This is an optimization exercise on Yosys and OpenROAD, whose aim is small area and a short achievable clock period, not a production implementation.
Function was checked by simulation only, so behaviour that the tests miss may differ from the original.
Power is estimated from default activity; no workload was simulated.

==> flow/design.v <==
/*verilator lint_off MULTITOP*/
module num_rpad #(
    parameter int IN_WIDTH  = 32,
    parameter int OUT_WIDTH = 32
) (
    input  logic [ IN_WIDTH-1:0] in,
    output logic [OUT_WIDTH-1:0] out
);
  localparam int EXTEND = OUT_WIDTH - IN_WIDTH;
  assign out = {in, {EXTEND{1'b0}}};
endmodule
module num_sneg #(
    parameter int WIDTH = 32
) (
    input  logic signed [WIDTH-1:0] in,
    output logic signed [WIDTH-1:0] out
);
  assign out = -in;
endmodule
module num_sabs #(
    parameter int WIDTH = 32
) (
    input  logic signed [WIDTH-1:0] in,
    output logic signed [WIDTH-1:0] out
);
  assign out = in[WIDTH-1] ? -in : in;
endmodule
module num_min #(
    parameter int WIDTH = 32
) (
    input  logic [WIDTH-1:0] left,
    input  logic [WIDTH-1:0] right,
    output logic [WIDTH-1:0] out
);
  assign out = (left < right) ? left : right;
endmodule
module num_max #(
    parameter int WIDTH = 32
) (
    input  logic [WIDTH-1:0] left,
    input  logic [WIDTH-1:0] right,
    output logic [WIDTH-1:0] out
);
  assign out = (left > right) ? left : right;
endmodule
module num_smin #(
    parameter int WIDTH = 32
) (
    input  logic signed [WIDTH-1:0] left,
    input  logic signed [WIDTH-1:0] right,
    output logic signed [WIDTH-1:0] out
);
  assign out = (left < right) ? left : right;
endmodule
module num_smax #(
    parameter int WIDTH = 32
) (
    input  logic signed [WIDTH-1:0] left,
    input  logic signed [WIDTH-1:0] right,
    output logic signed [WIDTH-1:0] out
);
  assign out = (left > right) ? left : right;
endmodule
module num_ssignbit #(
    parameter int WIDTH = 32
) (
    input logic signed [WIDTH-1:0] in,
    output logic out
);
  assign out = in[WIDTH-1];
endmodule
module num_sadd #(
    parameter int LEFT_WIDTH = 32,
    parameter int LEFT_LSB = 0,
    parameter int RIGHT_WIDTH = 32,
    parameter int RIGHT_LSB = 0,
    parameter int OUT_WIDTH = 33
) (
    input  logic signed [ LEFT_WIDTH-1:0] left,
    input  logic signed [RIGHT_WIDTH-1:0] right,
    output logic signed [  OUT_WIDTH-1:0] out
);
  logic signed [  LEFT_LSB+LEFT_WIDTH-1:0] left_aligned;
  logic signed [RIGHT_LSB+RIGHT_WIDTH-1:0] right_aligned;
  assign left_aligned = {left, {LEFT_LSB{1'b0}}};
  assign right_aligned = {right, {RIGHT_LSB{1'b0}}};
  assign out = left_aligned + right_aligned;
endmodule
module num_smul #(
    parameter int LEFT_WIDTH = 32,
    parameter int RIGHT_WIDTH = 32,
    parameter int OUT_WIDTH = 64,
    parameter int OUT_LSB = 0
) (
    input  logic signed [ LEFT_WIDTH-1:0] left,
    input  logic signed [RIGHT_WIDTH-1:0] right,
    input  logic                          go,
    input  logic                          reset,
    input  logic                          clk,
    output logic signed [  OUT_WIDTH-1:0] out,
    output logic                          done
);
  logic [1:0] done_buffer;
  assign done = done_buffer[1];
  logic signed [       LEFT_WIDTH-1:0] left_tmp;
  logic signed [      RIGHT_WIDTH-1:0] right_tmp;
  logic signed [OUT_LSB+OUT_WIDTH-1:0] out_tmp;
  assign out = out_tmp[OUT_LSB+OUT_WIDTH-1:OUT_LSB];
  always_ff @(posedge clk) begin
    if (go) begin
      done_buffer[0] <= 1;
      done_buffer[1] <= done_buffer[0];
    end else begin
      done_buffer <= 0;
    end
  end
  always_ff @(posedge clk) begin
    if (!reset && go) begin
      left_tmp  <= left;
      right_tmp <= right;
    end else begin
      left_tmp  <= 0;
      right_tmp <= 0;
    end
  end
  always_ff @(posedge clk) begin
    if (reset) begin
      out_tmp <= 0;
    end else if (go) begin
      out_tmp <= left_tmp * right_tmp;
    end else begin
      out_tmp <= out_tmp;
    end
  end
endmodule
module smul_q31 (
    input  logic        clk,
    input  logic        reset,
    input  logic        go,
    input  logic [31:0] left,
    input  logic [31:0] right,
    output logic [31:0] out,
    output logic        done
);
  logic d0, d1;               
  logic hi;                   
  logic [39:0] sa, sb;        
  logic sl;                   
  logic qn;                   
  wire xen = go & ~d1;        
  wire cyc2 = d0 & ~d1;       
  wire cyc1 = go & ~d0;       
  wire hold = ~go | d1;       
  wire keep = hold & ~reset;
  wire add2 = cyc2 & ~reset;  
  assign done = d1;
  wire [16:0] bs = hi ? right[31:15] : {right[15:0], 1'b0};
  wire [31:0] x = left & {32{xen}};
  wire [40:0] rs, rc;
  sq_ha k0 (.a(sa[0]), .b(sb[0]), .s(rs[0]), .co(rc[1]));
  sq_ha k1 (.a(sa[1]), .b(sb[1]), .s(rs[1]), .co(rc[2]));
  sq_ha k2 (.a(sa[2]), .b(sb[2]), .s(rs[2]), .co(rc[3]));
  sq_ha k3 (.a(sa[3]), .b(sb[3]), .s(rs[3]), .co(rc[4]));
  sq_ha k4 (.a(sa[4]), .b(sb[4]), .s(rs[4]), .co(rc[5]));
  sq_ha k5 (.a(sa[5]), .b(sb[5]), .s(rs[5]), .co(rc[6]));
  sq_fa k6 (.a(sa[6]), .b(sb[6]), .c(qn), .s(rs[6]), .co(rc[7]));
  sq_ha k7 (.a(sa[7]), .b(sb[7]), .s(rs[7]), .co(rc[8]));
  sq_ha k8 (.a(sa[8]), .b(sb[8]), .s(rs[8]), .co(rc[9]));
  sq_ha k9 (.a(sa[9]), .b(sb[9]), .s(rs[9]), .co(rc[10]));
  sq_ha k10 (.a(sa[10]), .b(sb[10]), .s(rs[10]), .co(rc[11]));
  sq_ha k11 (.a(sa[11]), .b(sb[11]), .s(rs[11]), .co(rc[12]));
  sq_ha k12 (.a(sa[12]), .b(sb[12]), .s(rs[12]), .co(rc[13]));
  sq_ha k13 (.a(sa[13]), .b(sb[13]), .s(rs[13]), .co(rc[14]));
  sq_ha k14 (.a(sa[14]), .b(sb[14]), .s(rs[14]), .co(rc[15]));
  sq_ha k15 (.a(sa[15]), .b(sb[15]), .s(rs[15]), .co(rc[16]));
  sq_ha k16 (.a(sa[16]), .b(sb[16]), .s(rs[16]), .co(rc[17]));
  sq_ha k17 (.a(sa[17]), .b(sb[17]), .s(rs[17]), .co(rc[18]));
  sq_ha k18 (.a(sa[18]), .b(sb[18]), .s(rs[18]), .co(rc[19]));
  sq_ha k19 (.a(sa[19]), .b(sb[19]), .s(rs[19]), .co(rc[20]));
  sq_ha k20 (.a(sa[20]), .b(sb[20]), .s(rs[20]), .co(rc[21]));
  sq_ha k21 (.a(sa[21]), .b(sb[21]), .s(rs[21]), .co(rc[22]));
  sq_ha k22 (.a(sa[22]), .b(sb[22]), .s(rs[22]), .co(rc[23]));
  sq_ha k23 (.a(sa[23]), .b(sb[23]), .s(rs[23]), .co(rc[24]));
  sq_ha k24 (.a(sa[24]), .b(sb[24]), .s(rs[24]), .co(rc[25]));
  sq_ha k25 (.a(sa[25]), .b(sb[25]), .s(rs[25]), .co(rc[26]));
  sq_ha k26 (.a(sa[26]), .b(sb[26]), .s(rs[26]), .co(rc[27]));
  sq_ha k27 (.a(sa[27]), .b(sb[27]), .s(rs[27]), .co(rc[28]));
  sq_ha k28 (.a(sa[28]), .b(sb[28]), .s(rs[28]), .co(rc[29]));
  sq_ha k29 (.a(sa[29]), .b(sb[29]), .s(rs[29]), .co(rc[30]));
  sq_ha k30 (.a(sa[30]), .b(sb[30]), .s(rs[30]), .co(rc[31]));
  sq_ha k31 (.a(sa[31]), .b(sb[31]), .s(rs[31]), .co(rc[32]));
  sq_ha k32 (.a(sa[32]), .b(sb[32]), .s(rs[32]), .co(rc[33]));
  sq_ha k33 (.a(sa[33]), .b(sb[33]), .s(rs[33]), .co(rc[34]));
  sq_ha k34 (.a(sa[34]), .b(sb[34]), .s(rs[34]), .co(rc[35]));
  sq_ha k35 (.a(sa[35]), .b(sb[35]), .s(rs[35]), .co(rc[36]));
  sq_ha k36 (.a(sa[36]), .b(sb[36]), .s(rs[36]), .co(rc[37]));
  sq_ha k37 (.a(sa[37]), .b(sb[37]), .s(rs[37]), .co(rc[38]));
  sq_ha k38 (.a(sa[38]), .b(sb[38]), .s(rs[38]), .co(rc[39]));
  sq_ha k39 (.a(sa[39]), .b(sb[39]), .s(rs[39]), .co(rc[40]));
  assign rc[0] = sl;
  wire [39:0] r = rs[39:0] + rc[39:0];
  wire [47:0] er;
  assign er[0] = (add2 & r[8]);
  assign er[1] = (add2 & r[9]);
  assign er[2] = (add2 & r[10]);
  assign er[3] = (add2 & r[11]);
  assign er[4] = (add2 & r[12]);
  assign er[5] = (add2 & r[13]);
  assign er[6] = (add2 & r[14]);
  assign er[7] = (add2 & r[15]);
  assign er[8] = (add2 & r[16]) | (keep & r[0]);
  assign er[9] = (add2 & r[17]) | (keep & r[1]);
  assign er[10] = (add2 & r[18]) | (keep & r[2]);
  assign er[11] = (add2 & r[19]) | (keep & r[3]);
  assign er[12] = (add2 & r[20]) | (keep & r[4]);
  assign er[13] = (add2 & r[21]) | (keep & r[5]);
  assign er[14] = (add2 & r[22]) | (keep & r[6]);
  assign er[15] = (add2 & r[23]) | (keep & r[7]);
  assign er[16] = (add2 & r[24]) | (keep & r[8]);
  assign er[17] = (add2 & r[25]) | (keep & r[9]);
  assign er[18] = (add2 & r[26]) | (keep & r[10]);
  assign er[19] = (add2 & r[27]) | (keep & r[11]);
  assign er[20] = (add2 & r[28]) | (keep & r[12]);
  assign er[21] = (add2 & r[29]) | (keep & r[13]);
  assign er[22] = (add2 & r[30]) | (keep & r[14]);
  assign er[23] = (add2 & r[31]) | (keep & r[15]);
  assign er[24] = (add2 & r[32]) | (keep & r[16]);
  assign er[25] = (add2 & r[33]) | (keep & r[17]);
  assign er[26] = (add2 & r[34]) | (keep & r[18]);
  assign er[27] = (add2 & r[35]) | (keep & r[19]);
  assign er[28] = (add2 & r[36]) | (keep & r[20]);
  assign er[29] = (add2 & r[37]) | (keep & r[21]);
  assign er[30] = (add2 & r[38]) | (keep & r[22]);
  assign er[31] = (add2 & r[39]) | (keep & r[23]);
  assign er[32] = (add2 & ~r[39]) | (keep & r[24]) | cyc1;
  assign er[33] = add2 | (keep & r[25]) | cyc1;
  assign er[34] = (keep & r[26]);
  assign er[35] = add2 | (keep & r[27]) | cyc1;
  assign er[36] = (keep & r[28]);
  assign er[37] = add2 | (keep & r[29]) | cyc1;
  assign er[38] = (keep & r[30]);
  assign er[39] = add2 | (keep & r[31]) | cyc1;
  assign er[40] = (keep & r[32]);
  assign er[41] = add2 | (keep & r[33]) | cyc1;
  assign er[42] = (keep & r[34]);
  assign er[43] = add2 | (keep & r[35]) | cyc1;
  assign er[44] = (keep & r[36]);
  assign er[45] = add2 | (keep & r[37]) | cyc1;
  assign er[46] = (keep & r[38]);
  assign er[47] = (keep & r[39]) | cyc1;
  wire [0:0] neg0, one0, two0;
  sq_benc e0 (.b(bs[2:0]), .en(xen), .neg(neg0), .one(one0), .two(two0));
  wire [0:0] neg1, one1, two1;
  sq_benc e1 (.b(bs[4:2]), .en(xen), .neg(neg1), .one(one1), .two(two1));
  wire [0:0] neg2, one2, two2;
  sq_benc e2 (.b(bs[6:4]), .en(xen), .neg(neg2), .one(one2), .two(two2));
  wire [0:0] neg3, one3, two3;
  sq_benc e3 (.b(bs[8:6]), .en(xen), .neg(neg3), .one(one3), .two(two3));
  wire [0:0] neg4, one4, two4;
  sq_benc e4 (.b(bs[10:8]), .en(xen), .neg(neg4), .one(one4), .two(two4));
  wire [0:0] neg5, one5, two5;
  sq_benc e5 (.b(bs[12:10]), .en(xen), .neg(neg5), .one(one5), .two(two5));
  wire [0:0] neg6, one6, two6;
  sq_benc e6 (.b(bs[14:12]), .en(xen), .neg(neg6), .one(one6), .two(two6));
  wire [0:0] neg7, one7, two7;
  sq_benc e7 (.b(bs[16:14]), .en(xen), .neg(neg7), .one(one7), .two(two7));
  wire [32:0] pp0, q0;
  sq_bpp b0[32:0] (.x0({x[31], x}), .x1({x, 1'b0}), .neg({{17{neg0[0]}}, {16{neg0[0]}}}), .one({{17{one0[0]}}, {16{one0[0]}}}), .two({{17{two0[0]}}, {16{two0[0]}}}), .p(q0));
  assign pp0 = {~q0[32] & xen, q0[31:0]};
  wire [32:0] pp1, q1;
  sq_bpp b1[32:0] (.x0({x[31], x}), .x1({x, 1'b0}), .neg({{17{neg1[0]}}, {16{neg1[0]}}}), .one({{17{one1[0]}}, {16{one1[0]}}}), .two({{17{two1[0]}}, {16{two1[0]}}}), .p(q1));
  assign pp1 = {~q1[32] & xen, q1[31:0]};
  wire [32:0] pp2, q2;
  sq_bpp b2[32:0] (.x0({x[31], x}), .x1({x, 1'b0}), .neg({{17{neg2[0]}}, {16{neg2[0]}}}), .one({{17{one2[0]}}, {16{one2[0]}}}), .two({{17{two2[0]}}, {16{two2[0]}}}), .p(q2));
  assign pp2 = {~q2[32] & xen, q2[31:0]};
  wire [32:0] pp3, q3;
  sq_bpp b3[32:0] (.x0({x[31], x}), .x1({x, 1'b0}), .neg({{17{neg3[0]}}, {16{neg3[0]}}}), .one({{17{one3[0]}}, {16{one3[0]}}}), .two({{17{two3[0]}}, {16{two3[0]}}}), .p(q3));
  assign pp3 = {~q3[32] & xen, q3[31:0]};
  wire [32:0] pp4, q4;
  sq_bpp b4[32:0] (.x0({x[31], x}), .x1({x, 1'b0}), .neg({{17{neg4[0]}}, {16{neg4[0]}}}), .one({{17{one4[0]}}, {16{one4[0]}}}), .two({{17{two4[0]}}, {16{two4[0]}}}), .p(q4));
  assign pp4 = {~q4[32] & xen, q4[31:0]};
  wire [32:0] pp5, q5;
  sq_bpp b5[32:0] (.x0({x[31], x}), .x1({x, 1'b0}), .neg({{17{neg5[0]}}, {16{neg5[0]}}}), .one({{17{one5[0]}}, {16{one5[0]}}}), .two({{17{two5[0]}}, {16{two5[0]}}}), .p(q5));
  assign pp5 = {~q5[32] & xen, q5[31:0]};
  wire [32:0] pp6, q6;
  sq_bpp b6[32:0] (.x0({x[31], x}), .x1({x, 1'b0}), .neg({{17{neg6[0]}}, {16{neg6[0]}}}), .one({{17{one6[0]}}, {16{one6[0]}}}), .two({{17{two6[0]}}, {16{two6[0]}}}), .p(q6));
  assign pp6 = {~q6[32] & xen, q6[31:0]};
  wire [32:0] pp7, q7;
  sq_bpp b7[32:0] (.x0({x[31], x}), .x1({x, 1'b0}), .neg({{17{neg7[0]}}, {16{neg7[0]}}}), .one({{17{one7[0]}}, {16{one7[0]}}}), .two({{17{two7[0]}}, {16{two7[0]}}}), .p(q7));
  assign pp7 = {~q7[32] & xen, q7[31:0]};
  wire s1, c2;
  sq_ha h2 (.a(er[8]), .b(neg4[0]), .s(s1), .co(c2));
  wire s3, c4;
  sq_ha h4 (.a(er[9]), .b(pp0[9]), .s(s3), .co(c4));
  wire s5, c6;
  sq_fa f6 (.a(er[10]), .b(neg5[0]), .c(pp0[10]), .s(s5), .co(c6));
  wire s7, c8;
  sq_ha h8 (.a(pp1[8]), .b(pp2[6]), .s(s7), .co(c8));
  wire s9, c10;
  sq_fa f10 (.a(er[11]), .b(pp0[11]), .c(pp1[9]), .s(s9), .co(c10));
  wire s11, c12;
  sq_ha h12 (.a(pp2[7]), .b(pp3[5]), .s(s11), .co(c12));
  wire s13, c14;
  sq_fa f14 (.a(er[12]), .b(neg6[0]), .c(pp0[12]), .s(s13), .co(c14));
  wire s15, c16;
  sq_fa f16 (.a(pp1[10]), .b(pp2[8]), .c(pp3[6]), .s(s15), .co(c16));
  wire s17, c18;
  sq_ha h18 (.a(pp4[4]), .b(pp5[2]), .s(s17), .co(c18));
  wire s19, c20;
  sq_fa f20 (.a(er[13]), .b(pp0[13]), .c(pp1[11]), .s(s19), .co(c20));
  wire s21, c22;
  sq_fa f22 (.a(pp2[9]), .b(pp3[7]), .c(pp4[5]), .s(s21), .co(c22));
  wire s23, c24;
  sq_ha h24 (.a(pp5[3]), .b(pp6[1]), .s(s23), .co(c24));
  wire s25, c26;
  sq_fa f26 (.a(er[14]), .b(pp0[14]), .c(pp1[12]), .s(s25), .co(c26));
  wire s27, c28;
  sq_fa f28 (.a(pp2[10]), .b(pp3[8]), .c(pp4[6]), .s(s27), .co(c28));
  wire s29, c30;
  sq_fa f30 (.a(pp5[4]), .b(pp6[2]), .c(pp7[0]), .s(s29), .co(c30));
  wire s31, c32;
  sq_fa f32 (.a(er[15]), .b(pp0[15]), .c(pp1[13]), .s(s31), .co(c32));
  wire s33, c34;
  sq_fa f34 (.a(pp2[11]), .b(pp3[9]), .c(pp4[7]), .s(s33), .co(c34));
  wire s35, c36;
  sq_fa f36 (.a(pp5[5]), .b(pp6[3]), .c(pp7[1]), .s(s35), .co(c36));
  wire s37, c38;
  sq_fa f38 (.a(er[16]), .b(pp0[16]), .c(pp1[14]), .s(s37), .co(c38));
  wire s39, c40;
  sq_fa f40 (.a(pp2[12]), .b(pp3[10]), .c(pp4[8]), .s(s39), .co(c40));
  wire s41, c42;
  sq_fa f42 (.a(pp5[6]), .b(pp6[4]), .c(pp7[2]), .s(s41), .co(c42));
  wire s43, c44;
  sq_fa f44 (.a(er[17]), .b(pp0[17]), .c(pp1[15]), .s(s43), .co(c44));
  wire s45, c46;
  sq_fa f46 (.a(pp2[13]), .b(pp3[11]), .c(pp4[9]), .s(s45), .co(c46));
  wire s47, c48;
  sq_fa f48 (.a(pp5[7]), .b(pp6[5]), .c(pp7[3]), .s(s47), .co(c48));
  wire s49, c50;
  sq_fa f50 (.a(er[18]), .b(pp0[18]), .c(pp1[16]), .s(s49), .co(c50));
  wire s51, c52;
  sq_fa f52 (.a(pp2[14]), .b(pp3[12]), .c(pp4[10]), .s(s51), .co(c52));
  wire s53, c54;
  sq_fa f54 (.a(pp5[8]), .b(pp6[6]), .c(pp7[4]), .s(s53), .co(c54));
  wire s55, c56;
  sq_fa f56 (.a(er[19]), .b(pp0[19]), .c(pp1[17]), .s(s55), .co(c56));
  wire s57, c58;
  sq_fa f58 (.a(pp2[15]), .b(pp3[13]), .c(pp4[11]), .s(s57), .co(c58));
  wire s59, c60;
  sq_fa f60 (.a(pp5[9]), .b(pp6[7]), .c(pp7[5]), .s(s59), .co(c60));
  wire s61, c62;
  sq_fa f62 (.a(er[20]), .b(pp0[20]), .c(pp1[18]), .s(s61), .co(c62));
  wire s63, c64;
  sq_fa f64 (.a(pp2[16]), .b(pp3[14]), .c(pp4[12]), .s(s63), .co(c64));
  wire s65, c66;
  sq_fa f66 (.a(pp5[10]), .b(pp6[8]), .c(pp7[6]), .s(s65), .co(c66));
  wire s67, c68;
  sq_fa f68 (.a(er[21]), .b(pp0[21]), .c(pp1[19]), .s(s67), .co(c68));
  wire s69, c70;
  sq_fa f70 (.a(pp2[17]), .b(pp3[15]), .c(pp4[13]), .s(s69), .co(c70));
  wire s71, c72;
  sq_fa f72 (.a(pp5[11]), .b(pp6[9]), .c(pp7[7]), .s(s71), .co(c72));
  wire s73, c74;
  sq_fa f74 (.a(er[22]), .b(pp0[22]), .c(pp1[20]), .s(s73), .co(c74));
  wire s75, c76;
  sq_fa f76 (.a(pp2[18]), .b(pp3[16]), .c(pp4[14]), .s(s75), .co(c76));
  wire s77, c78;
  sq_fa f78 (.a(pp5[12]), .b(pp6[10]), .c(pp7[8]), .s(s77), .co(c78));
  wire s79, c80;
  sq_fa f80 (.a(er[23]), .b(pp0[23]), .c(pp1[21]), .s(s79), .co(c80));
  wire s81, c82;
  sq_fa f82 (.a(pp2[19]), .b(pp3[17]), .c(pp4[15]), .s(s81), .co(c82));
  wire s83, c84;
  sq_fa f84 (.a(pp5[13]), .b(pp6[11]), .c(pp7[9]), .s(s83), .co(c84));
  wire s85, c86;
  sq_fa f86 (.a(er[24]), .b(pp0[24]), .c(pp1[22]), .s(s85), .co(c86));
  wire s87, c88;
  sq_fa f88 (.a(pp2[20]), .b(pp3[18]), .c(pp4[16]), .s(s87), .co(c88));
  wire s89, c90;
  sq_fa f90 (.a(pp5[14]), .b(pp6[12]), .c(pp7[10]), .s(s89), .co(c90));
  wire s91, c92;
  sq_fa f92 (.a(er[25]), .b(pp0[25]), .c(pp1[23]), .s(s91), .co(c92));
  wire s93, c94;
  sq_fa f94 (.a(pp2[21]), .b(pp3[19]), .c(pp4[17]), .s(s93), .co(c94));
  wire s95, c96;
  sq_fa f96 (.a(pp5[15]), .b(pp6[13]), .c(pp7[11]), .s(s95), .co(c96));
  wire s97, c98;
  sq_fa f98 (.a(er[26]), .b(pp0[26]), .c(pp1[24]), .s(s97), .co(c98));
  wire s99, c100;
  sq_fa f100 (.a(pp2[22]), .b(pp3[20]), .c(pp4[18]), .s(s99), .co(c100));
  wire s101, c102;
  sq_fa f102 (.a(pp5[16]), .b(pp6[14]), .c(pp7[12]), .s(s101), .co(c102));
  wire s103, c104;
  sq_fa f104 (.a(er[27]), .b(pp0[27]), .c(pp1[25]), .s(s103), .co(c104));
  wire s105, c106;
  sq_fa f106 (.a(pp2[23]), .b(pp3[21]), .c(pp4[19]), .s(s105), .co(c106));
  wire s107, c108;
  sq_fa f108 (.a(pp5[17]), .b(pp6[15]), .c(pp7[13]), .s(s107), .co(c108));
  wire s109, c110;
  sq_fa f110 (.a(er[28]), .b(pp0[28]), .c(pp1[26]), .s(s109), .co(c110));
  wire s111, c112;
  sq_fa f112 (.a(pp2[24]), .b(pp3[22]), .c(pp4[20]), .s(s111), .co(c112));
  wire s113, c114;
  sq_fa f114 (.a(pp5[18]), .b(pp6[16]), .c(pp7[14]), .s(s113), .co(c114));
  wire s115, c116;
  sq_fa f116 (.a(er[29]), .b(pp0[29]), .c(pp1[27]), .s(s115), .co(c116));
  wire s117, c118;
  sq_fa f118 (.a(pp2[25]), .b(pp3[23]), .c(pp4[21]), .s(s117), .co(c118));
  wire s119, c120;
  sq_fa f120 (.a(pp5[19]), .b(pp6[17]), .c(pp7[15]), .s(s119), .co(c120));
  wire s121, c122;
  sq_fa f122 (.a(er[30]), .b(pp0[30]), .c(pp1[28]), .s(s121), .co(c122));
  wire s123, c124;
  sq_fa f124 (.a(pp2[26]), .b(pp3[24]), .c(pp4[22]), .s(s123), .co(c124));
  wire s125, c126;
  sq_fa f126 (.a(pp5[20]), .b(pp6[18]), .c(pp7[16]), .s(s125), .co(c126));
  wire s127, c128;
  sq_fa f128 (.a(er[31]), .b(pp0[31]), .c(pp1[29]), .s(s127), .co(c128));
  wire s129, c130;
  sq_fa f130 (.a(pp2[27]), .b(pp3[25]), .c(pp4[23]), .s(s129), .co(c130));
  wire s131, c132;
  sq_fa f132 (.a(pp5[21]), .b(pp6[19]), .c(pp7[17]), .s(s131), .co(c132));
  wire s133, c134;
  sq_fa f134 (.a(er[32]), .b(pp0[32]), .c(pp1[30]), .s(s133), .co(c134));
  wire s135, c136;
  sq_fa f136 (.a(pp2[28]), .b(pp3[26]), .c(pp4[24]), .s(s135), .co(c136));
  wire s137, c138;
  sq_fa f138 (.a(pp5[22]), .b(pp6[20]), .c(pp7[18]), .s(s137), .co(c138));
  wire s139, c140;
  sq_fa f140 (.a(er[33]), .b(pp1[31]), .c(pp2[29]), .s(s139), .co(c140));
  wire s141, c142;
  sq_fa f142 (.a(pp3[27]), .b(pp4[25]), .c(pp5[23]), .s(s141), .co(c142));
  wire s143, c144;
  sq_ha h144 (.a(pp6[21]), .b(pp7[19]), .s(s143), .co(c144));
  wire s145, c146;
  sq_fa f146 (.a(er[34]), .b(pp1[32]), .c(pp2[30]), .s(s145), .co(c146));
  wire s147, c148;
  sq_fa f148 (.a(pp3[28]), .b(pp4[26]), .c(pp5[24]), .s(s147), .co(c148));
  wire s149, c150;
  sq_ha h150 (.a(pp6[22]), .b(pp7[20]), .s(s149), .co(c150));
  wire s151, c152;
  sq_fa f152 (.a(er[35]), .b(pp2[31]), .c(pp3[29]), .s(s151), .co(c152));
  wire s153, c154;
  sq_fa f154 (.a(pp4[27]), .b(pp5[25]), .c(pp6[23]), .s(s153), .co(c154));
  wire s155, c156;
  sq_fa f156 (.a(er[36]), .b(pp2[32]), .c(pp3[30]), .s(s155), .co(c156));
  wire s157, c158;
  sq_ha h158 (.a(pp4[28]), .b(pp5[26]), .s(s157), .co(c158));
  wire s159, c160;
  sq_fa f160 (.a(er[37]), .b(pp3[31]), .c(pp4[29]), .s(s159), .co(c160));
  wire s161, c162;
  sq_ha h162 (.a(er[38]), .b(pp3[32]), .s(s161), .co(c162));
  wire s163, c164;
  sq_ha h164 (.a(er[4]), .b(neg2[0]), .s(s163), .co(c164));
  wire s165, c166;
  sq_ha h166 (.a(er[5]), .b(pp0[5]), .s(s165), .co(c166));
  wire s167, c168;
  sq_fa f168 (.a(er[6]), .b(neg3[0]), .c(pp0[6]), .s(s167), .co(c168));
  wire s169, c170;
  sq_ha h170 (.a(pp1[4]), .b(pp2[2]), .s(s169), .co(c170));
  wire s171, c172;
  sq_fa f172 (.a(er[7]), .b(pp0[7]), .c(pp1[5]), .s(s171), .co(c172));
  wire s173, c174;
  sq_ha h174 (.a(pp2[3]), .b(pp3[1]), .s(s173), .co(c174));
  wire s175, c176;
  sq_fa f176 (.a(s1), .b(pp0[8]), .c(pp1[6]), .s(s175), .co(c176));
  wire s177, c178;
  sq_fa f178 (.a(pp2[4]), .b(pp3[2]), .c(pp4[0]), .s(s177), .co(c178));
  wire s179, c180;
  sq_fa f180 (.a(c2), .b(pp1[7]), .c(pp2[5]), .s(s179), .co(c180));
  wire s181, c182;
  sq_fa f182 (.a(pp3[3]), .b(pp4[1]), .c(s3), .s(s181), .co(c182));
  wire s183, c184;
  sq_fa f184 (.a(pp3[4]), .b(pp4[2]), .c(pp5[0]), .s(s183), .co(c184));
  wire s185, c186;
  sq_fa f186 (.a(c4), .b(s7), .c(s5), .s(s185), .co(c186));
  wire s187, c188;
  sq_fa f188 (.a(pp4[3]), .b(pp5[1]), .c(c8), .s(s187), .co(c188));
  wire s189, c190;
  sq_fa f190 (.a(s11), .b(c6), .c(s9), .s(s189), .co(c190));
  wire s191, c192;
  sq_fa f192 (.a(pp6[0]), .b(c12), .c(s17), .s(s191), .co(c192));
  wire s193, c194;
  sq_fa f194 (.a(c10), .b(s13), .c(s15), .s(s193), .co(c194));
  wire s195, c196;
  sq_fa f196 (.a(c18), .b(s23), .c(c14), .s(s195), .co(c196));
  wire s197, c198;
  sq_fa f198 (.a(c16), .b(s19), .c(s21), .s(s197), .co(c198));
  wire s199, c200;
  sq_fa f200 (.a(c24), .b(c20), .c(c22), .s(s199), .co(c200));
  wire s201, c202;
  sq_fa f202 (.a(s25), .b(s27), .c(s29), .s(s201), .co(c202));
  wire s203, c204;
  sq_fa f204 (.a(c26), .b(c28), .c(c30), .s(s203), .co(c204));
  wire s205, c206;
  sq_fa f206 (.a(s31), .b(s33), .c(s35), .s(s205), .co(c206));
  wire s207, c208;
  sq_fa f208 (.a(c32), .b(c34), .c(c36), .s(s207), .co(c208));
  wire s209, c210;
  sq_fa f210 (.a(s37), .b(s39), .c(s41), .s(s209), .co(c210));
  wire s211, c212;
  sq_fa f212 (.a(c38), .b(c40), .c(c42), .s(s211), .co(c212));
  wire s213, c214;
  sq_fa f214 (.a(s43), .b(s45), .c(s47), .s(s213), .co(c214));
  wire s215, c216;
  sq_fa f216 (.a(c44), .b(c46), .c(c48), .s(s215), .co(c216));
  wire s217, c218;
  sq_fa f218 (.a(s49), .b(s51), .c(s53), .s(s217), .co(c218));
  wire s219, c220;
  sq_fa f220 (.a(c50), .b(c52), .c(c54), .s(s219), .co(c220));
  wire s221, c222;
  sq_fa f222 (.a(s55), .b(s57), .c(s59), .s(s221), .co(c222));
  wire s223, c224;
  sq_fa f224 (.a(c56), .b(c58), .c(c60), .s(s223), .co(c224));
  wire s225, c226;
  sq_fa f226 (.a(s61), .b(s63), .c(s65), .s(s225), .co(c226));
  wire s227, c228;
  sq_fa f228 (.a(c62), .b(c64), .c(c66), .s(s227), .co(c228));
  wire s229, c230;
  sq_fa f230 (.a(s67), .b(s69), .c(s71), .s(s229), .co(c230));
  wire s231, c232;
  sq_fa f232 (.a(c68), .b(c70), .c(c72), .s(s231), .co(c232));
  wire s233, c234;
  sq_fa f234 (.a(s73), .b(s75), .c(s77), .s(s233), .co(c234));
  wire s235, c236;
  sq_fa f236 (.a(c74), .b(c76), .c(c78), .s(s235), .co(c236));
  wire s237, c238;
  sq_fa f238 (.a(s79), .b(s81), .c(s83), .s(s237), .co(c238));
  wire s239, c240;
  sq_fa f240 (.a(c80), .b(c82), .c(c84), .s(s239), .co(c240));
  wire s241, c242;
  sq_fa f242 (.a(s85), .b(s87), .c(s89), .s(s241), .co(c242));
  wire s243, c244;
  sq_fa f244 (.a(c86), .b(c88), .c(c90), .s(s243), .co(c244));
  wire s245, c246;
  sq_fa f246 (.a(s91), .b(s93), .c(s95), .s(s245), .co(c246));
  wire s247, c248;
  sq_fa f248 (.a(c92), .b(c94), .c(c96), .s(s247), .co(c248));
  wire s249, c250;
  sq_fa f250 (.a(s101), .b(s97), .c(s99), .s(s249), .co(c250));
  wire s251, c252;
  sq_fa f252 (.a(c100), .b(c102), .c(c98), .s(s251), .co(c252));
  wire s253, c254;
  sq_fa f254 (.a(s103), .b(s105), .c(s107), .s(s253), .co(c254));
  wire s255, c256;
  sq_fa f256 (.a(c104), .b(c106), .c(c108), .s(s255), .co(c256));
  wire s257, c258;
  sq_fa f258 (.a(s109), .b(s111), .c(s113), .s(s257), .co(c258));
  wire s259, c260;
  sq_fa f260 (.a(c110), .b(c112), .c(c114), .s(s259), .co(c260));
  wire s261, c262;
  sq_fa f262 (.a(s115), .b(s117), .c(s119), .s(s261), .co(c262));
  wire s263, c264;
  sq_fa f264 (.a(c116), .b(c118), .c(c120), .s(s263), .co(c264));
  wire s265, c266;
  sq_fa f266 (.a(s121), .b(s123), .c(s125), .s(s265), .co(c266));
  wire s267, c268;
  sq_fa f268 (.a(c122), .b(c124), .c(c126), .s(s267), .co(c268));
  wire s269, c270;
  sq_fa f270 (.a(s127), .b(s129), .c(s131), .s(s269), .co(c270));
  wire s271, c272;
  sq_fa f272 (.a(c128), .b(c130), .c(c132), .s(s271), .co(c272));
  wire s273, c274;
  sq_fa f274 (.a(s133), .b(s135), .c(s137), .s(s273), .co(c274));
  wire s275, c276;
  sq_fa f276 (.a(s143), .b(c134), .c(c136), .s(s275), .co(c276));
  wire s277, c278;
  sq_fa f278 (.a(c138), .b(s139), .c(s141), .s(s277), .co(c278));
  wire s279, c280;
  sq_fa f280 (.a(c144), .b(s149), .c(c140), .s(s279), .co(c280));
  wire s281, c282;
  sq_fa f282 (.a(c142), .b(s145), .c(s147), .s(s281), .co(c282));
  wire s283, c284;
  sq_fa f284 (.a(pp7[21]), .b(c150), .c(c146), .s(s283), .co(c284));
  wire s285, c286;
  sq_fa f286 (.a(c148), .b(s151), .c(s153), .s(s285), .co(c286));
  wire s287, c288;
  sq_fa f288 (.a(pp6[24]), .b(pp7[22]), .c(s157), .s(s287), .co(c288));
  wire s289, c290;
  sq_fa f290 (.a(c152), .b(c154), .c(s155), .s(s289), .co(c290));
  wire s291, c292;
  sq_fa f292 (.a(pp5[27]), .b(pp6[25]), .c(pp7[23]), .s(s291), .co(c292));
  wire s293, c294;
  sq_fa f294 (.a(c158), .b(c156), .c(s159), .s(s293), .co(c294));
  wire s295, c296;
  sq_fa f296 (.a(pp4[30]), .b(pp5[28]), .c(pp6[26]), .s(s295), .co(c296));
  wire s297, c298;
  sq_fa f298 (.a(pp7[24]), .b(s161), .c(c160), .s(s297), .co(c298));
  wire s299, c300;
  sq_fa f300 (.a(er[39]), .b(pp4[31]), .c(pp5[29]), .s(s299), .co(c300));
  wire s301, c302;
  sq_fa f302 (.a(pp6[27]), .b(pp7[25]), .c(c162), .s(s301), .co(c302));
  wire s303, c304;
  sq_fa f304 (.a(er[40]), .b(pp4[32]), .c(pp5[30]), .s(s303), .co(c304));
  wire s305, c306;
  sq_ha h306 (.a(pp6[28]), .b(pp7[26]), .s(s305), .co(c306));
  wire s307, c308;
  sq_fa f308 (.a(er[41]), .b(pp5[31]), .c(pp6[29]), .s(s307), .co(c308));
  wire s309, c310;
  sq_ha h310 (.a(er[42]), .b(pp5[32]), .s(s309), .co(c310));
  wire s311, c312;
  sq_ha h312 (.a(er[2]), .b(neg1[0]), .s(s311), .co(c312));
  wire s313, c314;
  sq_ha h314 (.a(er[3]), .b(pp0[3]), .s(s313), .co(c314));
  wire s315, c316;
  sq_fa f316 (.a(s163), .b(pp0[4]), .c(pp1[2]), .s(s315), .co(c316));
  wire s317, c318;
  sq_fa f318 (.a(c164), .b(pp1[3]), .c(pp2[1]), .s(s317), .co(c318));
  wire s319, c320;
  sq_fa f320 (.a(pp3[0]), .b(c166), .c(s169), .s(s319), .co(c320));
  wire s321, c322;
  sq_fa f322 (.a(c170), .b(s173), .c(c168), .s(s321), .co(c322));
  wire s323, c324;
  sq_fa f324 (.a(c174), .b(c172), .c(s175), .s(s323), .co(c324));
  wire s325, c326;
  sq_fa f326 (.a(c176), .b(c178), .c(s179), .s(s325), .co(c326));
  wire s327, c328;
  sq_fa f328 (.a(c180), .b(s183), .c(c182), .s(s327), .co(c328));
  wire s329, c330;
  sq_fa f330 (.a(c184), .b(s187), .c(c186), .s(s329), .co(c330));
  wire s331, c332;
  sq_fa f332 (.a(c188), .b(s191), .c(c190), .s(s331), .co(c332));
  wire s333, c334;
  sq_fa f334 (.a(c192), .b(c194), .c(s195), .s(s333), .co(c334));
  wire s335, c336;
  sq_fa f336 (.a(c196), .b(c198), .c(s199), .s(s335), .co(c336));
  wire s337, c338;
  sq_fa f338 (.a(c200), .b(c202), .c(s203), .s(s337), .co(c338));
  wire s339, c340;
  sq_fa f340 (.a(c204), .b(c206), .c(s207), .s(s339), .co(c340));
  wire s341, c342;
  sq_fa f342 (.a(c208), .b(c210), .c(s211), .s(s341), .co(c342));
  wire s343, c344;
  sq_fa f344 (.a(c212), .b(c214), .c(s215), .s(s343), .co(c344));
  wire s345, c346;
  sq_fa f346 (.a(c216), .b(c218), .c(s219), .s(s345), .co(c346));
  wire s347, c348;
  sq_fa f348 (.a(c220), .b(c222), .c(s223), .s(s347), .co(c348));
  wire s349, c350;
  sq_fa f350 (.a(c224), .b(c226), .c(s227), .s(s349), .co(c350));
  wire s351, c352;
  sq_fa f352 (.a(c228), .b(c230), .c(s231), .s(s351), .co(c352));
  wire s353, c354;
  sq_fa f354 (.a(c232), .b(c234), .c(s235), .s(s353), .co(c354));
  wire s355, c356;
  sq_fa f356 (.a(c236), .b(c238), .c(s239), .s(s355), .co(c356));
  wire s357, c358;
  sq_fa f358 (.a(c240), .b(c242), .c(s243), .s(s357), .co(c358));
  wire s359, c360;
  sq_fa f360 (.a(c244), .b(c246), .c(s247), .s(s359), .co(c360));
  wire s361, c362;
  sq_fa f362 (.a(c248), .b(c250), .c(s251), .s(s361), .co(c362));
  wire s363, c364;
  sq_fa f364 (.a(c252), .b(c254), .c(s255), .s(s363), .co(c364));
  wire s365, c366;
  sq_fa f366 (.a(c256), .b(c258), .c(s259), .s(s365), .co(c366));
  wire s367, c368;
  sq_fa f368 (.a(c260), .b(c262), .c(s263), .s(s367), .co(c368));
  wire s369, c370;
  sq_fa f370 (.a(c264), .b(c266), .c(s267), .s(s369), .co(c370));
  wire s371, c372;
  sq_fa f372 (.a(c268), .b(c270), .c(s271), .s(s371), .co(c372));
  wire s373, c374;
  sq_fa f374 (.a(c272), .b(c274), .c(s275), .s(s373), .co(c374));
  wire s375, c376;
  sq_fa f376 (.a(c276), .b(c278), .c(s279), .s(s375), .co(c376));
  wire s377, c378;
  sq_fa f378 (.a(c280), .b(c282), .c(s283), .s(s377), .co(c378));
  wire s379, c380;
  sq_fa f380 (.a(s287), .b(c284), .c(c286), .s(s379), .co(c380));
  wire s381, c382;
  sq_fa f382 (.a(s291), .b(c288), .c(c290), .s(s381), .co(c382));
  wire s383, c384;
  sq_fa f384 (.a(c292), .b(s295), .c(c294), .s(s383), .co(c384));
  wire s385, c386;
  sq_fa f386 (.a(c296), .b(s299), .c(s301), .s(s385), .co(c386));
  wire s387, c388;
  sq_fa f388 (.a(s305), .b(c300), .c(s303), .s(s387), .co(c388));
  wire s389, c390;
  sq_fa f390 (.a(pp7[27]), .b(c306), .c(c304), .s(s389), .co(c390));
  wire s391, c392;
  sq_fa f392 (.a(pp6[30]), .b(pp7[28]), .c(s309), .s(s391), .co(c392));
  wire s393, c394;
  sq_fa f394 (.a(er[43]), .b(pp6[31]), .c(pp7[29]), .s(s393), .co(c394));
  wire s395, c396;
  sq_ha h396 (.a(er[44]), .b(pp6[32]), .s(s395), .co(c396));
  wire s397, c398;
  sq_ha h398 (.a(er[0]), .b(neg0[0]), .s(s397), .co(c398));
  wire s399, c400;
  sq_ha h400 (.a(er[1]), .b(pp0[1]), .s(s399), .co(c400));
  wire s401, c402;
  sq_fa f402 (.a(s311), .b(pp0[2]), .c(pp1[0]), .s(s401), .co(c402));
  wire s403, c404;
  sq_fa f404 (.a(c312), .b(pp1[1]), .c(s313), .s(s403), .co(c404));
  wire s405, c406;
  sq_fa f406 (.a(pp2[0]), .b(c314), .c(s315), .s(s405), .co(c406));
  wire s407, c408;
  sq_fa f408 (.a(s165), .b(c316), .c(s317), .s(s407), .co(c408));
  wire s409, c410;
  sq_fa f410 (.a(c318), .b(s167), .c(s319), .s(s409), .co(c410));
  wire s411, c412;
  sq_fa f412 (.a(s171), .b(c320), .c(s321), .s(s411), .co(c412));
  wire s413, c414;
  sq_fa f414 (.a(s177), .b(c322), .c(s323), .s(s413), .co(c414));
  wire s415, c416;
  sq_fa f416 (.a(s181), .b(c324), .c(s325), .s(s415), .co(c416));
  wire s417, c418;
  sq_fa f418 (.a(c326), .b(s185), .c(s327), .s(s417), .co(c418));
  wire s419, c420;
  sq_fa f420 (.a(s189), .b(c328), .c(s329), .s(s419), .co(c420));
  wire s421, c422;
  sq_fa f422 (.a(s193), .b(c330), .c(s331), .s(s421), .co(c422));
  wire s423, c424;
  sq_fa f424 (.a(s197), .b(c332), .c(s333), .s(s423), .co(c424));
  wire s425, c426;
  sq_fa f426 (.a(s201), .b(c334), .c(s335), .s(s425), .co(c426));
  wire s427, c428;
  sq_fa f428 (.a(s205), .b(c336), .c(s337), .s(s427), .co(c428));
  wire s429, c430;
  sq_fa f430 (.a(s209), .b(c338), .c(s339), .s(s429), .co(c430));
  wire s431, c432;
  sq_fa f432 (.a(s213), .b(c340), .c(s341), .s(s431), .co(c432));
  wire s433, c434;
  sq_fa f434 (.a(s217), .b(c342), .c(s343), .s(s433), .co(c434));
  wire s435, c436;
  sq_fa f436 (.a(s221), .b(c344), .c(s345), .s(s435), .co(c436));
  wire s437, c438;
  sq_fa f438 (.a(s225), .b(c346), .c(s347), .s(s437), .co(c438));
  wire s439, c440;
  sq_fa f440 (.a(s229), .b(c348), .c(s349), .s(s439), .co(c440));
  wire s441, c442;
  sq_fa f442 (.a(s233), .b(c350), .c(s351), .s(s441), .co(c442));
  wire s443, c444;
  sq_fa f444 (.a(s237), .b(c352), .c(s353), .s(s443), .co(c444));
  wire s445, c446;
  sq_fa f446 (.a(s241), .b(c354), .c(s355), .s(s445), .co(c446));
  wire s447, c448;
  sq_fa f448 (.a(s245), .b(c356), .c(s357), .s(s447), .co(c448));
  wire s449, c450;
  sq_fa f450 (.a(s249), .b(c358), .c(s359), .s(s449), .co(c450));
  wire s451, c452;
  sq_fa f452 (.a(s253), .b(c360), .c(s361), .s(s451), .co(c452));
  wire s453, c454;
  sq_fa f454 (.a(s257), .b(c362), .c(s363), .s(s453), .co(c454));
  wire s455, c456;
  sq_fa f456 (.a(s261), .b(c364), .c(s365), .s(s455), .co(c456));
  wire s457, c458;
  sq_fa f458 (.a(s265), .b(c366), .c(s367), .s(s457), .co(c458));
  wire s459, c460;
  sq_fa f460 (.a(s269), .b(c368), .c(s369), .s(s459), .co(c460));
  wire s461, c462;
  sq_fa f462 (.a(s273), .b(c370), .c(s371), .s(s461), .co(c462));
  wire s463, c464;
  sq_fa f464 (.a(s277), .b(c372), .c(s373), .s(s463), .co(c464));
  wire s465, c466;
  sq_fa f466 (.a(s281), .b(c374), .c(s375), .s(s465), .co(c466));
  wire s467, c468;
  sq_fa f468 (.a(s285), .b(c376), .c(s377), .s(s467), .co(c468));
  wire s469, c470;
  sq_fa f470 (.a(s289), .b(c378), .c(s379), .s(s469), .co(c470));
  wire s471, c472;
  sq_fa f472 (.a(s293), .b(c380), .c(s381), .s(s471), .co(c472));
  wire s473, c474;
  sq_fa f474 (.a(s297), .b(c382), .c(s383), .s(s473), .co(c474));
  wire s475, c476;
  sq_fa f476 (.a(c298), .b(s385), .c(c384), .s(s475), .co(c476));
  wire s477, c478;
  sq_fa f478 (.a(c302), .b(s387), .c(c386), .s(s477), .co(c478));
  wire s479, c480;
  sq_fa f480 (.a(s307), .b(c388), .c(s389), .s(s479), .co(c480));
  wire s481, c482;
  sq_fa f482 (.a(c308), .b(s391), .c(c390), .s(s481), .co(c482));
  wire s483, c484;
  sq_fa f484 (.a(c310), .b(s393), .c(c392), .s(s483), .co(c484));
  wire s485, c486;
  sq_fa f486 (.a(pp7[30]), .b(s395), .c(c394), .s(s485), .co(c486));
  wire s487, c488;
  sq_fa f488 (.a(er[45]), .b(pp7[31]), .c(c396), .s(s487), .co(c488));
  wire s489, c490;
  sq_ha h490 (.a(er[46]), .b(pp7[32]), .s(s489), .co(c490));
  wire [47:0] v1 = {er[47], s489, s487, s485, s483, c480, s479, s477, s475, c472, c470, c468, c466, c464, c462, c460, c458, c456, c454, c452, c450, c448, c446, c444, c442, c440, c438, c436, c434, c432, c430, c428, c426, c424, c422, c420, c418, c416, c414, c412, c410, c408, c406, c404, c402, c400, c398, s397};
  wire [47:0] v2 = {c490, c488, c486, c484, c482, s481, c478, c476, c474, s473, s471, s469, s467, s465, s463, s461, s459, s457, s455, s453, s451, s449, s447, s445, s443, s441, s439, s437, s435, s433, s431, s429, s427, s425, s423, s421, s419, s417, s415, s413, s411, s409, s407, s405, s403, s401, s399, pp0[0]};
  wire [8:0] vlo = {1'b0, v1[7:0]} + {1'b0, v2[7:0]};
  always_ff @(posedge clk) begin
    d0 <= go;
    hi <= go & ~d0;
    d1 <= go & d0;
    sa <= v1[47:8];
    sb <= v2[47:8];
    sl <= vlo[8];
    qn <= neg7[0];
  end
  assign out = r[38:7];
endmodule
module sq_benc (
    input  logic [2:0] b,
    input  logic       en,
    output logic       neg,
    output logic       one,
    output logic       two
);
  assign neg = b[2] & ~(b[1] & b[0]) & en;    
  assign one = b[1] ^ b[0];
  assign two = (b[2] & ~b[1] & ~b[0]) | (~b[2] & b[1] & b[0]);
endmodule
module sq_bpp (
    input  logic x0,
    input  logic x1,
    input  logic neg,
    input  logic one,
    input  logic two,
    output logic p
);
  assign p = ((one & x0) | (two & x1)) ^ neg;
endmodule
module sq_fa (
    input  logic a,
    input  logic b,
    input  logic c,
    output logic s,
    output logic co
);
  assign s = a ^ b ^ c;
  assign co = (a & b) | (a & c) | (b & c);
endmodule
module sq_ha (
    input  logic a,
    input  logic b,
    output logic s,
    output logic co
);
  assign s = a ^ b;
  assign co = a & b;
endmodule
==> flow/flow/run.sh <==
#!/bin/bash
# The standard synthesis and layout, with two changes to how the layout
# is made:
#  - after synthesis, the Booth selector gates (a22oi) are set to their
#    smallest drive strength (the placement's repair steps resize them again
#    where timing needs it);
#  - the input and output ports are buffered with buf_2 cells rather than
#    the flow's default choice.
set -euo pipefail
bash standard.sh synth > synth.log 2>&1
R=orfs/results/sky130hd/smul_q31/base
cat > downsize.tcl <<TCL
read_db $R/1_synth.odb
set db [ord::get_db]
set m1 [\$db findMaster sky130_fd_sc_hd__a22oi_1]
set n 0
foreach inst [[ord::get_db_block] getInsts] {
  if {[[\$inst getMaster] getName] eq "sky130_fd_sc_hd__a22oi_2"} {
    \$inst swapMaster \$m1
    incr n
  }
}
puts "downsized \$n a22oi_2 to a22oi_1"
write_db $R/1_synth.odb
TCL
openroad -no_init -exit downsize.tcl > downsize.log 2>&1
export BUFFER_PORTS_ARGS="-buffer_cell sky130_fd_sc_hd__buf_2"
bash standard.sh > layout.log 2>&1
==> flow/standard.sh <==
#!/bin/bash
# synth_recipe.tcl (not shown) runs the flow's synth.tcl, then flattens the netlist and writes it again
# the make line also repeats each setting of config.mk as NAME=value (left out here)
make -C /OpenROAD-flow-scripts/flow DESIGN_CONFIG=/design/flow/config.mk WORK_HOME=/design/flow/orfs CLKGATE_MAP_FILE= SYNTH_SCRIPT=/design/flow/synth_recipe.tcl "${@:-finish}"
==> flow/config.mk <==
export PLATFORM = sky130hd
export DESIGN_NAME = smul_q31
export DESIGN_NICKNAME = smul_q31
export VERILOG_FILES = /design/flow/design.v
export SDC_FILE = /design/flow/constraint.sdc
export NUM_CORES = 4
export LEC_CHECK = 0
export CAP_MARGIN = 20
export CORE_MARGIN = 2
export CORE_UTILIZATION = 60
export PLACE_DENSITY = 0.75
export SETUP_SLACK_MARGIN = 3.0
export SLEW_MARGIN = 20
export SYNTH_HIERARCHICAL = 1
export SYNTH_MINIMUM_KEEP_SIZE = 0
==> flow/constraint.sdc <==
create_clock -name core_clock -period 8.0 [get_ports {clk}]
set_input_delay 1.6000 -clock core_clock [delete_from_list [all_inputs] [get_ports {clk}]]
set_output_delay 1.6000 -clock core_clock [all_outputs]
set_load 0.01 [all_outputs]
==> out/qor.yml, run 1 <==
status:
  status: "no timing/DRC/antenna violations"
grt:
  grt_pass1_wl_um: 79900
  overflow: 0
  grt_pass1_vias: 13700
  antenna_found_initial: 2
  grt_max_degree: 42
  grtUsageTotal: 0.406
clock_tree:
  cts-root-buf: "clkbuf_16"
  insertion_delay_ns: 0.36
  numClockSinks: 85
  clockBufferDepth: 2
  htree_levels: 3
  cts_tree: "done"
  cts_made_buffers: 9
  clk_pin_slew_ns: 0.07
sta:
  fin_crit_sh: 0.653
  slew_headroom: 0.405
  fin_skew_ns: 0.00999
  hold_ws_ns: 0.542
  setup_violations: 0
  tightest_slew_ns: 0.892
  tns_ns: 0
  slew_viol_final: 0
  rsz0062_at_grt: "yes"
  finalCriticalPeriod_ns: 5.22
  fmax_mhz: 191
  hold_viol: 0
power_and_ir_drop:
  peakVddDrop_mv: 0.492
  powerDensity_mw_per_mm2: 549
  power_leakage_nw: 7.24
finish:
  diodes: 0
  area_delta_synth_final_pct: 23.0
  nets: 2007
  nFillCells: 1600
  final_cells: 1929
  drive_gt1_frac: 0.295
worst_setup_path:
  setup.worst_path.end_class: "register"
  crit_path_start_kind: "register"
  arrival_ns: 5.53
  cp_max_fo: 2
  cp.required_ns: 8.31
  path_class: "reg -> reg"
yosys:
  netlist_area_mm2: 0.0148
  synth_warnings: 7
  syn_inst: 1406
  avgSynthCellArea_um2: 10.5
run:
  maxCapViolations: 0
floorplan:
  initial_core_util: 0.609
  coreArea_mm2: 0.0242
  die_h_um: 161
  die_area_mm2: 0.0259
  rows: 57
  die_x_um: 161
  io_pins: 100
routing:
  drc: 0
  drt.antenna.violating_nets: 0
  drt_iter0_markers: 1869
  routed_wl_um: 53500
  route.vias.total: 13600
  vias_per_cell: 7.04
  wl_per_cell_um: 27.7
  dr.pass1.iters: 7
place:
  hpwl_um: 33900
  io_buffer_count: 99
  place_congestion: 0.973
  placedCellCount: 1833
min_path:
  hp-class: "reg -> reg"
==> layer usage <==
metal	GRT usage	wire, µm	vias up
li1	-	-	5548
met3	0.143	7890	269
met5	0	26	-
met4	0.169	2710	4
met1	0.540	19400	6605
met2	0.606	23500	1160
==> state kept, by name, indices dropped and copies added (netlist names) <==
register  cells
qn            1
d1            1
d0            1
sa           40
hi            1
sb           40
sl            1
==> where the power goes <==
part,switching [mW],leakage (nW),internal [mW]
combinational,4.83,6.38,3.89
clock,0.207,0.143,0.217
sequential,0.107,0.714,0.725
==> path summary, 6_finish.rpt <==
path,from,to,slack (ns),depth (start not counted)
setup / recovery,sb[0]$_DFF_P_,sb[23]$_DFF_P_,2.78,18
hold / removal,d0$_DFF_P_,d1$_DFF_P_,0.54,1
setup reg to reg,sb[0]$_DFF_P_,sb[23]$_DFF_P_,2.78,18
hold reg to reg,d0$_DFF_P_,d1$_DFF_P_,0.54,1
==> cell usage in the layout (no fill, tap or decap), drive strengths merged, types with 4 or more instances in the layout <==
master / n
a211o: 4
a211oi: 9
a21o: 21
a21oi: 44
a22o: 13
a22oi: 264
a31o: 5
and2: 51
and3: 6
buf: 194
clkbuf: 9
conb: 8
dfxtp: 85
fa: 225
ha: 115
inv: 21
mux2: 16
nand2: 57
nand2b: 13
nand3: 8
nor2: 39
nor2b: 6
o21a: 5
o21ai: 28
o21bai: 7
o22ai: 14
o31ai: 4
xnor2: 282
xor2: 17
==> stage by stage <==
step                      setup WS (ns)   util  instance area [µm²]  power, mW
after CTS                          2.81  0.712                17300       8.53
after floorplan                    2.89      -                15000       5.05
after global placement             2.07  0.656                15900       7.03
after global routing               2.68  0.749                18200       10.6
after detailed placement           1.93  0.656                15900       7.23
final                              2.78  0.749                18200       9.98
==> critical path: stages (launching register included) <==
cell and delay [ns]:
dfxtp_2 0.33, ha_4 0.24, ha_4 0.16, fa_2 0.36
a21o_1 0.20, a311o_1 0.38, a31oi_4 0.24, a21oi_4 0.11
a211oi_2 0.18, buf_4 0.17, o31ai_4 0.07, a221oi_2 0.35
xor2_2 0.19, buf_4 0.16, o21ai_4 0.08, fa_2 0.43
fa_2 0.56, fa_2 0.45, fa_2 0.52
==> cell type report <==
type                            count  area (µm²)  share of cell area
Clock inverter                      7        56.3             0.00310
Clock buffer                        9         225              0.0124
Multi-Input combinational cell   1293       14200               0.784
Inverter                           17        90.1             0.00496
Tap cell                          324         405              0.0223
Timing Repair Buffer              194        1430              0.0789
Sequential cell                    85        1710              0.0941
==> what timing repair did <==
| item | 4_1_cts | 5_1_grt |
|---|---|---|
| pin swaps | 77 | 89 |
| gates resized for setup | 153 | 140 |
| hold buffers | 0 | 0 |
| hold endpoints to repair | 0 | 0 |
| setup buffers | 46 | 30 |
| setup endpoints to repair | 87 | 81 |
| cloned | 4 | 0 |
==> inputs of run 2 (changes only) <==
--- a/flow/config.mk
+++ b/flow/config.mk
@@ -9,7 +9,7 @@
 export CORE_MARGIN = 2
 export CORE_UTILIZATION = 60
 export PLACE_DENSITY = 0.75
-export SETUP_SLACK_MARGIN = 3.0
+export SETUP_SLACK_MARGIN = 2.8
 export SLEW_MARGIN = 20
 export SYNTH_HIERARCHICAL = 1
 export SYNTH_MINIMUM_KEEP_SIZE = 0
==> out/qor.yml, run 2 <==
sta:
  finalCriticalPeriod_ns: 5.35  # +0.127 ns
  rsz0062_at_grt: "yes"
  fmax_mhz: 187  # -2.4%
  slew_viol_final: 0  # unchanged
  tightest_slew_ns: 1.10  # +0.207 ns
  setup_slack_ns: 2.65  # -0.127 ns
  fin_skew_ns: 0.0123  # +0.00236 ns
  fin_crit_sh: 0.669  # +0.0158
  tns_ns: 0  # unchanged
  setup_violations: 0  # unchanged
  slew_headroom: 0.267  # -0.139
  hold_viol: 0  # unchanged
worst_setup_path:
  reg2reg_to: "sb[21]$_DFF_P_"
  cp.required_ns: 8.29  # -0.02 ns
  cp_max_fo: 3  # +1
  cp_common_cell: "fa_2"
  setup.worst_path.end_class: "register"
  reg2reg_from: "sb[0]$_DFF_P_"
  ff2ff_path_depth: 17  # -1
  path_cells: "ha_4 -> ha_4 -> fa_2 -> a21o_1 -> a311o_1 -> a31oi_4 -> buf_6 -> nand2_4 -> a221o_1 -> a31o_4 -> a21oi_4 -> xnor2_4 -> a22o_4 -> fa_2 -> fa_2 -> fa_2 -> fa_2"
  arrival_ns: 5.64  # +0.11 ns
  path_class: "reg -> reg"
  cp_slowest_cell: "fa_2"
  r2r_slack_ns: 2.65  # -0.13 ns
  crit_path_start_kind: "register"
  max_stage_delay_ns: 0.55  # about the same
yosys:
  syn_inst: 1406  # unchanged
  netlist_area_mm2: 0.0148  # unchanged
  synth_warnings: 7  # unchanged
  avgSynthCellArea_um2: 10.5  # unchanged
grt:
  overflow: 0  # unchanged
  grt_pass1_wl_um: 76500  # -4.2%
  grt_max_degree: 42  # unchanged
  grtUsageTotal: 0.384  # -0.0222
  grt_pass1_vias: 13000  # -4.9%
  antenna_found_initial: 0  # -2
routing:
  drt_iter0_markers: 1827  # -2.2%
  vias_per_cell: 6.84  # -2.8%
  routed_wl_um: 50200  # -6.1%
  drc: 0  # unchanged
  drt.antenna.violating_nets: 0  # unchanged
  route.vias.total: 13000  # -4.1%
  wl_per_cell_um: 26.4  # -4.9%
  dr.pass1.iters: 7  # unchanged
floorplan:
  die_h_um: 161  # unchanged
  rows: 57  # unchanged
  io_pins: 100  # unchanged
  die_area_mm2: 0.0259  # unchanged
  initial_core_util: 0.609  # unchanged
  coreArea_mm2: 0.0242  # unchanged
  die_x_um: 161  # unchanged
min_path:
  hold_end: "d1$_DFF_P_"
  min-delay-start: "d0$_DFF_P_"
  hold_path_depth: 1  # unchanged
  hp-class: "reg -> reg"
clock_tree:
  cts_made_buffers: 9  # unchanged
  clk_pin_slew_ns: 0.07  # about the same
  hold_buffers: 0  # unchanged
  cts-root-buf: "clkbuf_16"
  cts_tree: "done"
  numClockSinks: 85  # unchanged
  clockBufferDepth: 2  # unchanged
  insertion_delay_ns: 0.35  # about the same
  htree_levels: 3  # unchanged
finish:
  area_delta_synth_final_pct: 16.6
  nets: 1984  # -1.1%
  diodes: 0  # unchanged
  postLayoutCoreUtil: 0.710  # -0.0391
  final_common_cell: "xnor2_1"
  drive_gt1_frac: 0.217  # -0.0782
  largest_registers: "sa: 40 flops, sb: 40 flops"
  seq_area_mm2: 0.00170  # -0.29%
  layout_common_cells: "xnor2_1 (273), a22oi_1 (264), fa_1 (196), ha_1 (102), buf_2 (97)"
  nFillCells: 1796  # +12%
  multiInputGateArea_mm2: 0.0136  # -4.3%
place:
  io_buffer_count: 99  # unchanged
  dp_slack_ns: 2.05  # +0.120 ns
  place_congestion: 0.938  # -3.6%
  hpwl_um: 34600  # +2.1%
power_and_ir_drop:
  power_mw: 8.86  # -11%
  peakVddDrop_mv: 0.451  # -8.3%
  powerDensity_mw_per_mm2: 515  # -6.3%
  power_leakage_nw: 6.94  # -4.2%
status:
  status: "no timing/DRC/antenna violations"
run:
  maxCapViolations: 0  # unchanged
-- run 2: worst max-delay path by stage --
stage / to / cells past startpoint / startpoint
2_1_floorplan: sb[25]$_DFF_P_ / 10 / right[16]
3_3_place_gp: sb[9]$_DFF_P_ / 9 / right[19]
3_5_place_dp: sb[5]$_DFF_P_ / 12 / go
4_1_cts: sb[13]$_DFF_P_ / 15 / sa[0]$_DFF_P_
5_1_grt: sb[21]$_DFF_P_ / 17 / sb[0]$_DFF_P_
6_report: sb[21]$_DFF_P_ / 17 / sb[0]$_DFF_P_
-- run 2: final cells by class --
cell class                 instances  area share
clock buffer                      10      0.0133
clock inverter                     4     0.00298
multi-input combinational       1292       0.792
inverter                          17     0.00385
sequential                        85      0.0990
timing repair buffer             172      0.0655
tap                              324      0.0235
-- run 2: through the flow --
| step | area (µm²) | hold WS (ns) | instances |
|---|---|---|---|
| floorplan | 14900 | 0.471 | 1413 |
| CTS | 16500 | 0.521 | 1871 |
| global route | 17200 | 0.548 | 1904 |
| detailed placement | 15900 | 0.506 | 1841 |
| finish | 17200 | 0.521 | 1904 |
| global placement | 15900 | 0.496 | 1841 |
-- run 2: layer usage --
metal | wire length (µm) | GRT usage | vias to the layer above
li1 | - | - | 5485
met1 | 19400 | 0.546 | 6319
met2 | 21700 | 0.565 | 1066
met3 | 7300 | 0.114 | 162
met4 | 1720 | 0.124 | 0
met5 | 0 | 0 | -
-- run 2: critical path, delay by kind of cell, from the launching register on --
family	cells	cell delay, ns
AOI/OAI and AO/OA	7	1.96
and+or+nand+nor	1	0.05
xor gates and xnor gates	1	0.11
DFF	1	0.33
buffers and inverters	1	0.14
adders and majority gates	7	2.71
-- run 2: what timing repair did --
| item | 4_1_cts | 5_1_grt |
|---|---|---|
| hold endpoints to repair | 0 | 0 |
| pin swaps | 21 | 60 |
| setup endpoints to repair | 70 | 63 |
| gates cloned | 3 | 0 |
| resized for setup | 45 | 102 |
| setup buffers | 13 | 33 |
-- run 2: power by group --
part	internal (mW)	switching, mW	leakage (nW)	total, mW
sequential	0.723	0.0862	0.713	0.810
clock	0.239	0.173	0.134	0.412
combinational	3.22	4.42	6.09	7.64

[static timing again, ports no longer ideal]
No port has a modelled driver above. Below, the same layouts with a new extraction and two added sets of constraints. Step 1: set_driving_cell puts a clkbuf_16 on clk and a buf_2 on each other input, an assumption about the parent block. Step 2, shift: input delay + t, output delay - t, t = (earliest + latest rising clock arrival at the registers) / 2. This alone moves slack from input paths to output paths. Three values: no drivers, after step 1, after step 2; two values: the first two.
run | shift t [ns] | setup slack, ns | worst data-port slew with drivers (ns) | pins driven straight from the clock port
run 1 | 0.406 | 2.776 / 2.729 / 2.483 | 0.05 | 1
run 2 | 0.388 | 2.650 / 2.618 / 2.351 | 0.04 | 1
After both steps setup and hold are still met in every run listed. The setup slack of run 2, which loses most, moves by -0.032 ns with the drivers and by -0.299 ns with both steps.
